Context: an optimization exercise on an open-source flow, tuned for small area, a short achievable clock period and few clock cycles per item. The choices shown serve that exercise and are no tape-out recipe.
Function was not checked in any run shown here: the RTL went through the layout flow alone.
Power is estimated from default activity; no workload was simulated.

--- flow/run.sh ---
#!/bin/bash
# synth_recipe.tcl (not shown) runs the flow's synth.tcl, then flattens the netlist and writes it again
# the make line also repeats each setting of config.mk as NAME=value (left out here)
make -C /OpenROAD-flow-scripts/flow DESIGN_CONFIG=/design/flow/config.mk WORK_HOME=/design/flow/orfs CLKGATE_MAP_FILE= SYNTH_SCRIPT=/design/flow/synth_recipe.tcl finish
--- flow/design.v ---
module svmstorage #(parameter W = 10, parameter DEPTH = 1) (
    input                  clk,
    input                  en,
    input      [W-1:0]     din,
    output     [W-1:0]     tail
);
reg [W-1:0] q [0:DEPTH-1];
integer n;
always @(posedge clk)
    if (en) begin
        q[0] <= din;
        for (n = 1; n < DEPTH; n = n + 1)
            q[n] <= q[n-1];
    end
assign tail = q[DEPTH-1];
endmodule
module testDataModule #(parameter W = 15) (
    input              clk,
    input              clr,
    input              pass,
    input              dbl,
    input              neg,
    input      [9:0]   v,
    output reg [W-1:0] acc
);
wire [W-1:0] vs  = {{(W-10){v[9]}}, v};
wire [W-1:0] mag = ({W{pass}} & vs) | ({W{dbl}} & {vs[W-2:0], 1'b0});
wire [W-1:0] op  = mag ^ {W{neg}};
wire [W-1:0] a   = clr ? {W{1'b0}} : acc;
wire [W:0]   sum = {a, 1'b1} + {op, neg};
always @(posedge clk)
    acc <= sum[W:1];
endmodule
module fsm_Hand(clk,rst,start,ready,result,write1,write2,SVMin,datain);
input clk,rst,start;
input write1;
input write2;
input signed [8:0] SVMin;
input signed [1:0] datain;
output result;
output ready;
reg ready;
reg result;
localparam IDLE = 2'd0, LW = 2'd1, LX = 2'd2, CP = 2'd3;
reg [1:0] st;
reg [3:0] row, col, k;
wire wbeat = (st == LW) & write1;
wire xbeat = (st == LX) & write2;
wire x_pass = datain[0];
wire x_dbl  = datain[1] & ~datain[0];
wire x_neg  = datain[1];
reg lastq;
always @(posedge clk or negedge rst)
    if (!rst) begin
        st <= IDLE; ready <= 1'b0; result <= 1'b0;
    end else
        case (st)
        IDLE: if (start) begin
                st <= LW; ready <= 1'b0;
              end
        LW:   if (write1 && row == 4'd10 && col == 4'd10) st <= LX;
        LX:   if (write2 && k == 4'd10) st <= CP;
        CP:   if (lastq) begin
                ready  <= 1'b1;
                result <= ~ssum[15] & (|ssum);
                st     <= IDLE;
              end
        endcase
always @(posedge clk) begin
    if (st == IDLE) begin
        row <= 4'd0; col <= 4'd0; k <= 4'd0;
    end else begin
        if (wbeat) begin
            if (col == 4'd10) begin
                col <= 4'd0; row <= row + 4'd1;
            end else
                col <= col + 4'd1;
        end
        if (xbeat) k <= k + 4'd1;
    end
end
reg [8:0]  Wq;
reg [10:1] en;
reg        den;
reg        rot;
reg [10:1] rsel;
reg [10:0] kh;                  
reg [10:1] cp, cd, cn;          
reg        clr;                 
reg        sp, sd, sn, dq1, dq4;
always @(posedge clk) begin : ctl
    integer c;
    Wq    <= SVMin;
    den   <= (wbeat & (col == row)) | xbeat;
    rot   <= col < row;
    lastq <= kh[10];
    clr   <= xbeat & (k == 4'd0);
    for (c = 1; c <= 10; c = c + 1) begin
        en[c]   <= (wbeat & (((row < c) & (col == c)) | ((row == c) & (col < c)))) | xbeat;
        rsel[c] <= (row == c);
        cp[c]   <= xbeat & (k < c) & x_pass;
        cd[c]   <= xbeat & (k < c) & x_dbl;
        cn[c]   <= xbeat & (k < c) & x_neg;
    end
    for (c = 0; c <= 10; c = c + 1)
        kh[c] <= xbeat & (k == c);
    sp  <= xbeat & (k != 4'd0) & x_pass;
    sd  <= xbeat & (k != 4'd0) & x_dbl;
    sn  <= xbeat & (k != 4'd0) & x_neg;
    dq1 <= xbeat & datain[0];
    dq4 <= xbeat & x_dbl;
end
wire [9:0] tail [1:10];
wire [8:0] dtail;
reg [9:0] rtail;
always @* begin : rsel_mux
    integer c;
    rtail = 10'd0;
    for (c = 1; c <= 10; c = c + 1)
        rtail = rtail | ({10{rsel[c]}} & tail[c]);
end
wire [9:0] Wx = {Wq[8], Wq};
wire [9:0] head = rot ? (rtail + Wx) : Wx;
genvar g;
generate
    for (g = 1; g <= 10; g = g + 1) begin : col_q
        svmstorage #(.W(10), .DEPTH(g)) q (.clk(clk), .en(en[g]), .din(head), .tail(tail[g]));
    end
endgenerate
svmstorage #(.W(9), .DEPTH(11)) dq (.clk(clk), .en(den), .din(Wq), .tail(dtail));
wire [15:0] accx [1:10];        
generate
    for (g = 1; g <= 10; g = g + 1) begin : col_a
        localparam W = (g == 1) ? 12 : (g <= 3) ? 13 : (g <= 7) ? 14 : 15;
        wire [W-1:0] acc;
        testDataModule #(.W(W)) a (.clk(clk), .clr(clr), .pass(cp[g]), .dbl(cd[g]), .neg(cn[g]),
                                   .v(tail[g]), .acc(acc));
        assign accx[g] = {{(16-W){acc[W-1]}}, acc};
    end
endgenerate
reg [15:0] gsel;
always @* begin : gmux
    integer c;
    gsel = 16'd0;
    for (c = 1; c <= 10; c = c + 1)
        gsel = gsel | ({16{kh[c]}} & accx[c]);
end
wire [15:0] gmag  = ({16{sp}} & gsel) | ({16{sd}} & {gsel[14:0], 1'b0});
wire [15:0] gterm = gmag ^ {16{sn}};
wire [15:0] dx    = {{7{dtail[8]}}, dtail};
wire [15:0] dterm = ({16{dq1}} & dx) | ({16{dq4}} & {dx[13:0], 2'b00});
reg  [15:0] Ss, Sc;
wire [15:0] s0 = clr ? 16'd255 : Ss;
wire [15:0] c0 = clr ? 16'd0   : Sc;
wire [15:0] t1s = s0 ^ c0 ^ gterm;
wire [15:0] t1c = {((s0 & c0) | (s0 & gterm) | (c0 & gterm)), sn} ;
wire [15:0] t2s = t1s ^ t1c[15:0] ^ dterm;
wire [15:0] t2c = {((t1s & t1c[15:0]) | (t1s & dterm) | (t1c[15:0] & dterm)), 1'b0};
always @(posedge clk) begin
    Ss <= t2s;
    Sc <= t2c[15:0];
end
wire [15:0] ssum = Ss + Sc;
endmodule
--- flow/constraint.sdc ---
create_clock -name core_clock -period 7.0 [get_ports {clk}]
set_input_delay 1.4000 -clock core_clock [delete_from_list [all_inputs] [get_ports {clk}]]
set_output_delay 1.4000 -clock core_clock [all_outputs]
set_load 0.01 [all_outputs]
--- flow/config.mk ---
export PLATFORM = sky130hd
export DESIGN_NAME = fsm_Hand
export DESIGN_NICKNAME = fsm_Hand
export VERILOG_FILES = /design/flow/design.v
export SDC_FILE = /design/flow/constraint.sdc
export NUM_CORES = 4
export LEC_CHECK = 0
export CAP_MARGIN = 20
export CORE_MARGIN = 2
export CORE_UTILIZATION = 40
export SETUP_SLACK_MARGIN = 4.5
export SLEW_MARGIN = 20
==> results of run 1 <==
## worst paths after layout
kind	cells past startpoint	end	start	slack [ns]
min	0	col_q[8].q.q[5][7]	col_q[8].q.q[4][7]	0.40
max reg2reg	15	col_q[4].q.q[0][6]	col_q[7].q.q[6][2]	3.77
min in group asynchronous	1	st[0]	rst	1.07
min reg2reg	0	col_q[8].q.q[5][7]	col_q[8].q.q[4][7]	0.40
max in group asynchronous	1	ready	rst	5.60
max	15	col_q[4].q.q[0][6]	col_q[7].q.q[6][2]	3.77
## metrics by stage
stage                       util  cell area, sq um
after detailed placement  0.4203             39870
final                     0.4944             46900
after CTS                 0.4781             45360
after global routing      0.4944             46900
after global placement    0.4203             39870
after floorplan                -             38530
## layout make-up
| type | instances | share of cell area |
|---|---|---|
| Sequential cell | 913 | 0.5310 |
| Clock inverter | 56 | 0.01587 |
| Tap cell | 1265 | 0.03375 |
| Multi-Input combinational cell | 1707 | 0.3171 |
| Inverter | 63 | 0.005042 |
| Timing Repair Buffer | 211 | 0.04370 |
| Clock buffer | 120 | 0.05352 |
## sequential cells by signal (all words and copies together), names as in the netlist, 11 cells and up
name / cells
kh: 11
col_a.a.acc: 139
col_q.q.q: 550
dq.q: 99
Ss: 16
Sc: 15
## cell families after synthesis
group / after synthesis
adders and majority gates: 207
DFF: 913
AOI/OAI and AO/OA: 611
xor gates and xnor gates: 286
buffers and inverters: 164
and+or+nand+nor: 586
muxes: 16
## metal layers
metal / share of wire / track usage / vias to the layer above
li1: - / - / 10810
met2: 0.47 / 0.3065 / 527
met4: 0.037 / 0.06894 / 0
met1: 0.45 / 0.2619 / 11400
met3: 0.044 / 0.02494 / 183
met5: 0 / 0 / -
## worst max-delay path, stage by stage (launching register included)
cell      delay, ns
edfxtp_1       0.41
a22o_1         0.29
a221oi_4       0.26
nand4_1        0.16
ha_1           0.35
nor2b_2        0.17
o21ai_2        0.15
a21boi_2       0.10
o21ai_2        0.20
buf_4          0.14
buf_4          0.09
buf_4          0.09
nand2_1        0.04
nor2_1         0.08
nor2_1         0.05
mux2_4         0.35
## cell usage in the layout, fill, tap and decap left out, types with 35 or more instances in the layout
| cell | count |
|---|---|
| a21o_1 | 49 |
| a21oi_1 | 81 |
| a21oi_2 | 37 |
| a22oi_1 | 112 |
| a22oi_2 | 63 |
| buf_4 | 140 |
| buf_6 | 38 |
| clkbuf_16 | 96 |
| dfxtp_1 | 201 |
| dfxtp_2 | 45 |
| edfxtp_1 | 649 |
| ha_1 | 152 |
| inv_1 | 53 |
| nand2_1 | 68 |
| nand2b_1 | 40 |
| nor2_1 | 126 |
| nor2b_1 | 148 |
| nor3_1 | 35 |
| o21ai_0 | 46 |
| xnor2_1 | 206 |
| xor2_1 | 45 |
## report_power, final
part           total [mW]  internal, mW  switching (mW)  leakage [nW]
Sequential           8.50          7.52           0.976          8.21
Combinational        5.80          2.69            3.10          7.53
Clock                5.17          3.02            2.15          1.56
## timing repair
item                                    in CTS  in global routing
gates cloned                                 7                  2
resized for setup                          278                212
endpoints found under the setup margin     235                185
pin swaps                                  188                170
setup buffers                              110                 64
==> out/qor.txt, run 1 <==
Status: timing/DRC/antenna clean
Die H: 313.3 microns
Syn Nets: 3006
Count leader, synth: edfxtp_1
Root Buffer: clkbuf_16
Critical path endpoint category: flop
Final worst-path cycle share: 0.4620
Simple-gate share of the synthesized area: 0.08145
Setup_tns: 0 ns
Total power: 19.46 mW
# DRC: 0
Largest area contributor in the netlist: edfxtp_1
Largest net degree at the start of global routing: 90
Slew Viols, Final: 0
Slew HR: 0.2986
Die width: 313.3 microns
DR vias/cell: 5.287
Hold WS: 0.3978 ns
TritonRoute pass-1 iters: 5
Num CTS Buffers: 94
Inst Count DP: 3976
First-iteration detailed-routing DRC count: 1753
Adder-Cell Fraction of Synth Area: 0.07377
Placer Congestion: 0.8863
Post-Syn Area: 38270 sq um
RSZ-0062 raised after global routing: yes
Hold buffer count at cts: 0
Async S/R FF share, synth: 0.004381
PwrDens: 415.0 nW/um^2
Max Cap Viol: 0
GR Util All Layers: 0.1894
Final number of setup-violating endpoints: 0
Initial antenna violation count: 1
Sequential cell area fraction in the yosys report: 0.6479
Row count: 113
First-pass GRT wire length: 140100 microns
Post-synthesis cell type count: 72
Non-filler cells, final: 4335
# IOs: 18
Static Leak: 17.30 nW
Final Hold Fails: 0
Synth top cells by count: edfxtp_1 (649), dfxtp_1 (260), xnor2_1 (238)
Kind of critical path: reg2reg
Die Area: 98150 sq um
CP startpoint kind: flop
Footprint of the multi-input gates: 14870 sq um
Post-route setup slack: 3.766 ns
Crit path max fanout: 10
CTS max path bufs: 3
Core area: 94870 sq um
Clk sink count: 913
Syn avg cell area: 13.75 sq um
WP data arrival: 3.62 ns
Cells after Synth: 2783
Worst VDD drop: 0.0002688 V
Share of post-route cells with drive strength above 1: 0.2436
Grt total ovfl: 0
Final antenna-violating net count: 0
Pre-CTS WS: 3.432 ns
F_max: 0.3092 GHz
Synth Warn #: 27
DRT Wirelength: 95360 microns
Synth Flop Type: edfxtp_1
Fillers: 8062
Worst skew pair latency: 0.69 ns
TritonCTS clock tree: done
Nets: 3213
Top cells by area, synth: edfxtp_1 (51%), dfxtp_1 (14%), ha_1 (5.8%)
Reg area: 24900 sq um
DP HPWL: 63630 microns
Required time worst endpoint: 7.38 ns
Starting Density: 0.4033
Slew @ Worst Pin: 1.052 ns
Synth Area in XOR/XNOR: 0.06546
H-tree depth: 3
Min-Delay Path Class: reg2reg
Vias in the first global route: 22490
Port bufs: 17
Worst-path clk slew: 0.06 ns
Synthesis-to-finish area growth: 22.56%
Drt wl/cell: 22.00 microns
Post-synth top area share: 0.5093
Clock Skews: 0.05388 ns
Period minus WS final: 3.234 ns
Via Count: 22920
Mux share of post-synthesis cell area: 0.004414
Synth Register Bits: 913
EDFF count, synth: 649
Post-synthesis compound-gate area fraction: 0.1108
# diodes: 0
Largest family of logic cells by synthesized area: compound AO/OA/AOI/OAI gates
==> run 2: changes to the inputs <==
--- a/flow/config.mk
+++ b/flow/config.mk
@@ -8,5 +8,4 @@
 export CAP_MARGIN = 20
 export CORE_MARGIN = 2
 export CORE_UTILIZATION = 40
-export SETUP_SLACK_MARGIN = 4.5
 export SLEW_MARGIN = 20
==> run 2 against run 1 <==
  * Register-to-register slack got worse by 0.72 ns
  * Setup slack worse by 0.72 ns
  * Synthesized cell count unchanged
  * Critical path type unchanged
  * Critical endpoint is now col_q[3].q.q[0][9]
  * Largest power group unchanged
  * Highest routed layer unchanged
==> out/qor.txt, run 2 <==
Status: timing/DRC/antenna clean
Most common cell after layout, fill and taps aside: edfxtp_1
F_max: 0.2530 GHz
Die Area: 98150 sq um
Post_cts resized: 0
Metal1 wirelength: 41560 microns
Worst skew pair latency: 0.68 ns
Drt wl/cell: 21.55 microns
Final worst-path cycle share: 0.5647
Worst-path clk slew: 0.06 ns
Combinational power share: 0.249
Die width: 313.3 microns
Vias in the first global route: 21420
Final number of setup-violating endpoints: 0
Required time worst endpoint: 7.34 ns
Hold WS: 0.3938 ns
Largest area contributor in the netlist: edfxtp_1
Core area: 94870 sq um
Initial antenna violation count: 3
GR Util All Layers: 0.1821
Synth Flop Type: edfxtp_1
Final Hold Fails: 0
Synth top cells by count: edfxtp_1 (649), dfxtp_1 (260), xnor2_1 (238)
Top layer in use: met4
Via Count: 21910
# DRC: 0
WL met2: 40900 microns
Critical path endpoint category: flop
Power Internal: 12.37 mW
Root Buffer: clkbuf_16
Synth Register Bits: 913
Synth Area in XOR/XNOR: 0.06546
Kind of critical path: reg2reg
TritonRoute pass-1 iters: 6
Die H: 313.3 microns
Regs by FF count: col_q.q.q (550), col_a.a.acc (139), dq.q (99)
Clock power frac: 0.278
Syn avg cell area: 13.75 sq um
Static Leak: 15.71 nW
PwrDens: 418.9 nW/um^2
Simple-gate share of the synthesized area: 0.08145
Slew HR: 0.2753
Clock Skews: 0.04818 ns
TritonCTS clock tree: done
Cells after Synth: 2783
Placer Congestion: 0.8978
Fin area: 42980 sq um
RSZ-0062 raised after global routing: no
Reg power frac: 0.472
Count leader, synth: edfxtp_1
# IOs: 18
Nets: 3036
CP startpoint kind: flop
Net Sw Frac: 0.3130
Most flops, register: col_q.q.q
Async S/R FF share, synth: 0.004381
Switching power: 5.634 mW
Min-Delay Path Class: reg2reg
Mux share of post-synthesis cell area: 0.004414
Slew Viols, Final: 0
Period minus WS final: 3.953 ns
Synthesis-to-finish area growth: 12.31%
Worst VDD drop: 0.0002345 V
Row count: 113
Setup_tns: 0 ns
Syn Nets: 3006
Sequential cell area fraction in the yosys report: 0.6479
Largest net degree at the start of global routing: 100
DP Area: 39780 sq um
EDFF count, synth: 649
Final antenna-violating net count: 0
CTS max path bufs: 3
H-tree depth: 3
Setup bufs post-CTS: 0
Slew @ Worst Pin: 1.086 ns
Max FFs per register: 550
Grt total ovfl: 0
Share of post-route cells with drive strength above 1: 0.06837
Port bufs: 17
Max Cap Viol: 0
Most frequent cells in the layout: edfxtp_1 (649), dfxtp_1 (250), xnor2_1 (238), ha_1 (176), a22oi_1 (175)
Top cells by area, synth: edfxtp_1 (51%), dfxtp_1 (14%), ha_1 (5.8%)
Clk sink count: 913
DP HPWL: 64580 microns
Pre-CTS WS: 3.000 ns
Num CTS Buffers: 96
DRT Wirelength: 89710 microns
Post-Syn Area: 38270 sq um
Post-synthesis cell type count: 72
First-iteration detailed-routing DRC count: 1807
Largest family of logic cells by synthesized area: compound AO/OA/AOI/OAI gates
Starting Density: 0.4033
Hold buffer count at cts: 0
Post-synth top area share: 0.5093
Post-synthesis compound-gate area fraction: 0.1108
Crit path max fanout: 10
Final core occ: 0.4530
WP data arrival: 4.29 ns
Synth Warn #: 27
Adder-Cell Fraction of Synth Area: 0.07377
DR vias/cell: 5.264
Met3 wire len: 3928 microns
First-pass GRT wire length: 134200 microns
Post-route setup slack: 3.047 ns
[run 2: area by class of cell]
cell class	count	area [sq um]
antenna	1	2.502
clock buffer	136	2761
clock inverter	45	425.4
fill	8426	51890
inverter	63	236.5
multi-input combinational	1706	12850
sequential	913	24820
tap	1265	1583
timing repair buffer	33	294.0
[run 2: metal layers]
metal | global-route usage | vias to the layer above
li1 | - | 10440
met1 | 0.2558 | 10750
met2 | 0.2866 | 565
met3 | 0.02692 | 159
met4 | 0.06927 | 0
met5 | 0 | -
[run 2: cell families after synthesis]
kind of cell | Yosys count
flops | 913
compound gates | 611
simple gates | 586
xor+xnor | 286
fa+ha+maj | 207
buf+inv | 164
mux | 16
[run 2: per-stage QoR]
stage | total power, mW | instances
after floorplan | 11.72 | 2783
after global placement | 12.81 | 3980
after detailed placement | 13.07 | 3980
after CTS | 18.16 | 4161
after global routing | 19.03 | 4161
final | 18.00 | 4162
[run 2: worst max-delay path, stage by stage (launching register included)]
cell and delay, ns:
dfxtp_1 0.43, a22o_1 0.32, a221oi_1 0.36, nand4_1 0.18, ha_1 0.31, a21o_1 0.18
a21o_1 0.20, a21oi_1 0.23, o21ai_0 0.17, a41o_1 0.28, nor3_1 0.14, o21ai_0 0.13
xnor2_1 0.69
[run 2: final timing paths]
check	from	end	slack (ns)	depth (start not counted)
setup / recovery	rsel[7]	col_q[3].q.q[0][9]	3.05	12
hold / removal	col_q[3].q.q[1][6]	col_q[3].q.q[2][6]	0.39	0
setup reg to reg	rsel[7]	col_q[3].q.q[0][9]	3.05	12
hold reg to reg	col_q[3].q.q[1][6]	col_q[3].q.q[2][6]	0.39	0
max in group asynchronous	rst	result	5.80	1
min in group asynchronous	rst	st[1]	0.98	1
[run 2: power by group through the flow]
| stage | clock network, mW | logic (mW) | registers (mW) |
|---|---|---|---|
| after floorplan | 0 | 3.44 | 8.28 |
| after global placement | 0 | 4.23 | 8.58 |
| after detailed placement | 0 | 4.45 | 8.63 |
| after CTS | 5.16 | 4.48 | 8.53 |
| after global routing | 5.37 | 5.00 | 8.66 |
| final | 5.01 | 4.49 | 8.50 |
==> run 3: changes to the inputs <==
--- a/flow/config.mk
+++ b/flow/config.mk
@@ -7,5 +7,6 @@
 export LEC_CHECK = 0
 export CAP_MARGIN = 20
 export CORE_MARGIN = 2
-export CORE_UTILIZATION = 40
+export CORE_UTILIZATION = 60
+export SETUP_SLACK_MARGIN = 4.5
 export SLEW_MARGIN = 20
==> run 3 against run 2 <==
  * Wire length is 4.9% higher
  * Synthesized area stayed put
  * Register-to-register slack better by 0.68 ns
  * Global-route usage is 9.7 points higher
  * Critical endpoint is now col_q[4].q.q[0][8]
  * Largest power group unchanged
==> out/qor.txt, run 3 <==
Final number of setup-violating endpoints: 0
Reg area: 24910 sq um
Synth Flop Type: edfxtp_1
TritonCTS clock tree: done
Row count: 92
DR vias/cell: 5.911
Most frequent cells in the layout: edfxtp_1 (649), xnor2_1 (214), dfxtp_1 (202), ha_1 (158), nor2b_1 (150)
Synth Warn #: 27
Slew Viols, Final: 0
Root Buffer: clkbuf_16
First-pass GRT wire length: 137100 microns
Clock Skews: 0.06279 ns
Max Cap Viol: 0
Share of post-route cells with drive strength above 1: 0.2189
TritonRoute pass-1 iters: 6
Final Hold Fails: 0
Async S/R FF share, synth: 0.004381
Die H: 256.5 microns
Critical path endpoint category: flop
Synth Area in XOR/XNOR: 0.06546
Largest area contributor in the netlist: edfxtp_1
Met3 wire len: 5206 microns
Metal1 wirelength: 40260 microns
Simple-gate share of the synthesized area: 0.08145
Sequential cell area fraction in the yosys report: 0.6479
Period minus WS final: 3.277 ns
Slew HR: 0.1453
EDFF count, synth: 649
Required time worst endpoint: 7.33 ns
Kind of critical path: reg2reg
Die width: 256.5 microns
Setup_tns: 0 ns
Syn avg cell area: 13.75 sq um
Pre-CTS WS: 3.368 ns
Grt total ovfl: 0
Crit path max fanout: 5
RSZ-0062 raised after global routing: yes
Count leader, synth: edfxtp_1
# IOs: 18
Static Leak: 17.02 nW
Worst VDD drop: 0.0003381 V
Mux share of post-synthesis cell area: 0.004414
Post-route setup slack: 3.723 ns
Top layer in use: met4
Num CTS Buffers: 91
Vias in the first global route: 22260
Nets: 3188
Slew @ Worst Pin: 1.280 ns
Post-synthesis cell type count: 72
Post-synth top area share: 0.5093
Footprint of the multi-input gates: 14690 sq um
Final core occ: 0.7251
Synthesis-to-finish area growth: 19.53%
Synth top cells by count: edfxtp_1 (649), dfxtp_1 (260), xnor2_1 (238)
Die Area: 65810 sq um
Via Count: 22980
Fillers: 4131
Non-filler cells, final: 3888
CTS max path bufs: 3
Final worst-path cycle share: 0.4681
Worst skew pair latency: 0.68 ns
H-tree depth: 3
Post-synthesis compound-gate area fraction: 0.1108
CP startpoint kind: flop
Post-Syn Area: 38270 sq um
PwrDens: 415.6 nW/um^2
DRT Wirelength: 94070 microns
Cells after Synth: 2783
# DRC: 0
GR Util All Layers: 0.2793
Final antenna-violating net count: 0
Placer Congestion: 0.9914
Worst-path clk slew: 0.06 ns
# diodes: 0
Status: timing/DRC/antenna clean
Port bufs: 17
F_max: 0.3052 GHz
Min-Delay Path Class: reg2reg
Syn Nets: 3006
Regs by FF count: col_q.q.q (550), col_a.a.acc (139), dq.q (99)
Hold WS: 0.3986 ns
First-iteration detailed-routing DRC count: 2159
Most common cell after layout, fill and taps aside: edfxtp_1
Max FFs per register: 550
Most flops, register: col_q.q.q
Clk sink count: 913
Adder-Cell Fraction of Synth Area: 0.07377
DP HPWL: 60780 microns
Synth Register Bits: 913
Top cells by area, synth: edfxtp_1 (51%), dfxtp_1 (14%), ha_1 (5.8%)
WL met2: 44200 microns
Largest family of logic cells by synthesized area: compound AO/OA/AOI/OAI gates
Largest net degree at the start of global routing: 89
Core area: 63080 sq um
Inst Count DP: 3555
Drt wl/cell: 24.19 microns
WP data arrival: 3.61 ns
Initial antenna violation count: 0
Starting Density: 0.6066
-- run 3: metrics by stage --
stage,cell area [sq um],power (mW)
after CTS,44220,18.46
after detailed placement,39320,13.03
after global placement,39320,12.82
after global routing,45740,19.94
final,45740,19.01
after floorplan,38530,11.75
-- run 3: final timing paths --
check,slack (ns),end,cells past startpoint,from
setup reg to reg,3.72,col_q[4].q.q[0][8],11,col_q[10].q.q[9][2]
min in group asynchronous,1.07,ready,1,rst
hold reg to reg,0.40,dq.q[8][8],0,dq.q[7][8]
hold / removal,0.40,dq.q[8][8],0,dq.q[7][8]
setup / recovery,3.72,col_q[4].q.q[0][8],11,col_q[10].q.q[9][2]
max in group asynchronous,5.61,st[1],1,rst
-- run 3: routing by layer --
metal / vias up / GRT usage
met5: - / 0
met4: 0 / 0.1095
met3: 203 / 0.03796
met2: 723 / 0.4465
met1: 11310 / 0.3917
li1: 10750 / -
-- run 3: layout make-up --
cell class                 instances  share of cell area
multi-input combinational       1712              0.3212
clock inverter                    45             0.01253
inverter                          63            0.005170
sequential                       913              0.5445
clock buffer                     125             0.05367
timing repair buffer             184             0.03980
tap                              846             0.02314
-- run 3: logic make-up (layout without fill, tap and decap cells) --
group / Yosys count / after routing
buffers and inverters: 164 / 417
muxes: 16 / 21
AOI/OAI and AO/OA: 611 / 611
and+or+nand+nor: 586 / 587
adders and majority gates: 207 / 207
DFF: 913 / 913
xor gates and xnor gates: 286 / 286
-- run 3: repair_timing --
action	4_1_cts	5_1_grt
resized for setup	241	194
buffers inserted	75	75
cloned	9	3
pin swaps	136	170
setup endpoints to repair	232	178
hold buffers	0	0
-- run 3: report_power, final --
group | internal, mW | leakage, nW | switching [mW]
logic | 2.57 | 7.35 | 2.94
clock network | 2.82 | 1.46 | 2.06
registers | 7.52 | 8.21 | 1.09
-- run 3: critical path: stages, from the launching register on --
cell,delay [ns]
edfxtp_1,0.51
a22oi_1,0.41
nand4_1,0.17
ha_1,0.37
nor2b_2,0.19
o21ai_2,0.17
a21boi_2,0.11
o21ai_2,0.17
a21boi_2,0.10
o21ai_2,0.20
mux2i_4,0.39
nand2_4,0.16

-- what the ideal ports hide --
No port has a modelled driver above. Below, the same layouts with a new extraction and two added sets of constraints.
Step 1: set_driving_cell puts a clkbuf_16 on clk and a buf_2 on each other input, an assumption about the parent block.
Step 2, shift: input delay + t, output delay - t, t = (earliest + latest rising clock arrival at the registers) / 2. This alone moves slack from input paths to output paths.
Three values: no drivers, after step 1, after step 2; two values: the first two.
run | shift t [ns] | setup WS [ns] | hold slack, ns | latest minus earliest clock arrival (ns) | cell pins on the clock port's net
run 1 | 0.722 | 3.766 / 3.766 / 3.766 | 0.398 / 0.398 / 0.398 | 0.056 / 0.056 | 1
run 2 | 0.723 | 3.047 / 3.047 / 3.047 | 0.394 / 0.394 / 0.394 | 0.051 / 0.050 | 1
run 3 | 0.716 | 3.723 / 3.723 / 3.723 | 0.399 / 0.399 / 0.399 | 0.064 / 0.064 | 1
After both steps setup and hold are still met in every run listed.
